From an optimization exercise on the open Yosys and OpenROAD flow, aimed at small area; shortcuts taken in it are not production practice. In this exercise RTL edits were held to simulation tests only and were not proved equivalent to the original. No activity file was given, so power comes from the tool's default toggle rates.

Setup of main:
// apb_slave
module apb_slave (clk,
                  rst,
                  p_sel,
                  p_en,
                  p_write,
                  addr,
                  rdata,
                  wdata,
                  p_ready);
    input clk,rst,p_sel,p_write,p_en;
    input       [7:0]   addr;
    input       [31:0]  wdata;
    output reg  [31:0]  rdata;
    output reg          p_ready;
    wire acc = p_sel & p_en;
    wire wr  = acc & p_write;
    wire rd  = acc & ~p_write;
    reg [1:0] ph;
    always @(posedge clk or negedge rst) begin
        if (!rst) ph <= 2'd0;
        else      ph <= ph + 2'd1;
    end
    wire dir = wr & (addr[0] ^ ph[0]);
    wire dfr = wr & ~(addr[0] ^ ph[0]);
    reg        pv;            
    reg [7:0]  pa;            
    reg [31:0] pd;            
    always @(posedge clk or negedge rst) begin
        if (!rst) pv <= 1'b0;
        else      pv <= dfr;
    end
    always @(posedge clk) begin
        pa <= addr;
        pd <= wdata;
    end
    wire [31:0] x1 = wdata ^ {32{ph[1]}};
    wire [31:0] x2 = pd    ^ {32{ph[1]}};
    wire [127:0] dec_a = 128'd1 << addr[7:1];
    wire [127:0] dec_p = 128'd1 << pa[7:1];
    wire [127:0] e1 = dec_a & {128{dir}};
    wire [127:0] e2 = dec_p & {128{pv}} & ~e1;
    reg [1:0] cnt;
    always @(posedge clk or negedge rst) begin
        if (!rst)         cnt <= 2'd0;
        else if (!cnt[1]) cnt <= cnt + 2'd1;
    end
    wire [127:0] h  = ~(e1 | e2) & {128{cnt[1]}};
    wire ina = ~(addr[0] ^ ph[0]);      
    wire [255:0] nsel;
    wire [255:0] cq [0:31];
    genvar r, b;
    generate
  ...
Size: roughly 19000 cells after synthesis, about 8300 flip-flops, about 78 I/O pins, about 250000 um2 of cells after synthesis.
Settings: LEC_CHECK=0, CAP_MARGIN=35, CORE_MARGIN=2, CORE_UTILIZATION=55, CTS_CLUSTER_DIAMETER=100, CTS_CLUSTER_SIZE=24, MAX_ROUTING_LAYER=met5, SLEW_MARGIN=35, SYNTH_HIERARCHICAL=1; clock period 12.0 ns.
run.sh (not shown) runs the stock make flow with config.mk's settings and CLKGATE_MAP_FILE= SYNTH_SCRIPT=/design/flow/synth_recipe.tcl, a recipe that flattens the netlist after the stock synthesis.
[inputs] the feature branch vs main
- changing CTS_CLUSTER_SIZE from 24 to 26
[summary]
Diff main..the feature branch | fraction of final layout cells sized beyond drive strength 1 | negligible. Proportion of power drawn by combinational gates across main and the feature branch: no real change. Diff main -> the feature branch: sequential power did not really move, total leakage power level.

---

Setup of v6:
apb_slave again, from the RTL that the note above started with.
// apb_slave
module apb_slave (clk,
                  rst,
                  p_sel,
                  p_en,
                  p_write,
                  addr,
                  rdata,
                  wdata,
                  p_ready);
export LEC_CHECK = 0
export CAP_MARGIN = 20
export CORE_MARGIN = 2
export CORE_UTILIZATION = 55
export CTS_CLUSTER_DIAMETER = 100
export CTS_CLUSTER_SIZE = 26
export MAX_ROUTING_LAYER = met5
export SLEW_MARGIN = 30
export SYNTH_HIERARCHICAL = 1
create_clock -name core_clock -period 12.0 [get_ports {clk}]
v6 closes out successfully: all stages finished, all timing, DRC and antenna checks passed.
## Diff of input files: v7 against v6
# v6
export LEC_CHECK = 0
export CAP_MARGIN = 20
export CORE_MARGIN = 2
export CORE_UTILIZATION = 55
export CTS_CLUSTER_DIAMETER = 100
export CTS_CLUSTER_SIZE = 26
export MAX_ROUTING_LAYER = met5
export SLEW_MARGIN = 30
export SYNTH_HIERARCHICAL = 1
create_clock -name core_clock -period 12.0 [get_ports {clk}]
# v7
export LEC_CHECK = 0
export CAP_MARGIN = 30
export CORE_MARGIN = 2
export CORE_UTILIZATION = 55
export CTS_CLUSTER_DIAMETER = 100
export CTS_CLUSTER_SIZE = 26
export MAX_ROUTING_LAYER = met5
export SLEW_MARGIN = 30
export SYNTH_HIERARCHICAL = 1
create_clock -name core_clock -period 12.0 [get_ports {clk}]
Results
A endpoint of the most critical setup path of rdata[29] is what v7 shows, while rdata[16] belongs to v6. Summary: worst setup margin, v7 worse than v6. Power of v6 is on par with v7. Post-place instance area of v6 is on par with v7. v7 vs. v6: total negative setup slack closely matched the old numbers, final clock period utilization by the worst path increased by 0.89 points relative to the old numbers, area of combinational cells with multiple inputs closely matched the old numbers, H-tree depth closely matched the old numbers. As far as detailed placer's ending HPWL is concerned, v6 and v7 perform about the same.

port drivers added, routing unchanged:
How much do the figures lean on ideal ports? The routed layouts below were timed once more, with nothing changed but the port constraints.
Step 1 (the two cells are an assumption about what drives the block):
set clk [get_ports {clk}]
set_driving_cell -lib_cell sky130_fd_sc_hd__clkbuf_16 $clk
set_driving_cell -lib_cell sky130_fd_sc_hd__buf_2 [delete_from_list [all_inputs] $clk]
Step 2 times the ports against the registers' clock, not the clock port: input delays grow and output delays shrink by t, the midpoint of the rising clock arrivals with the driver on.
Slacks: no drivers / after step 1 / after step 2; pairs: no drivers / after step 1.
run	t, ns	slack for setup (ns)	slew at the worst register clock pin (ns)
main	1.188	3.261 / 3.366 / 2.178	0.11 / 0.11
the feature branch	1.179	3.423 / 3.528 / 2.349	0.12 / 0.12
v6	1.183	3.292 / 3.395 / 2.212	0.11 / 0.11
v7	1.179	3.186 / 3.290 / 2.111	0.11 / 0.11
After both steps setup and hold are still met in every run listed. For main, which loses most, drivers alone change the setup slack by +0.105 ns; drivers and shift together by -1.083 ns.
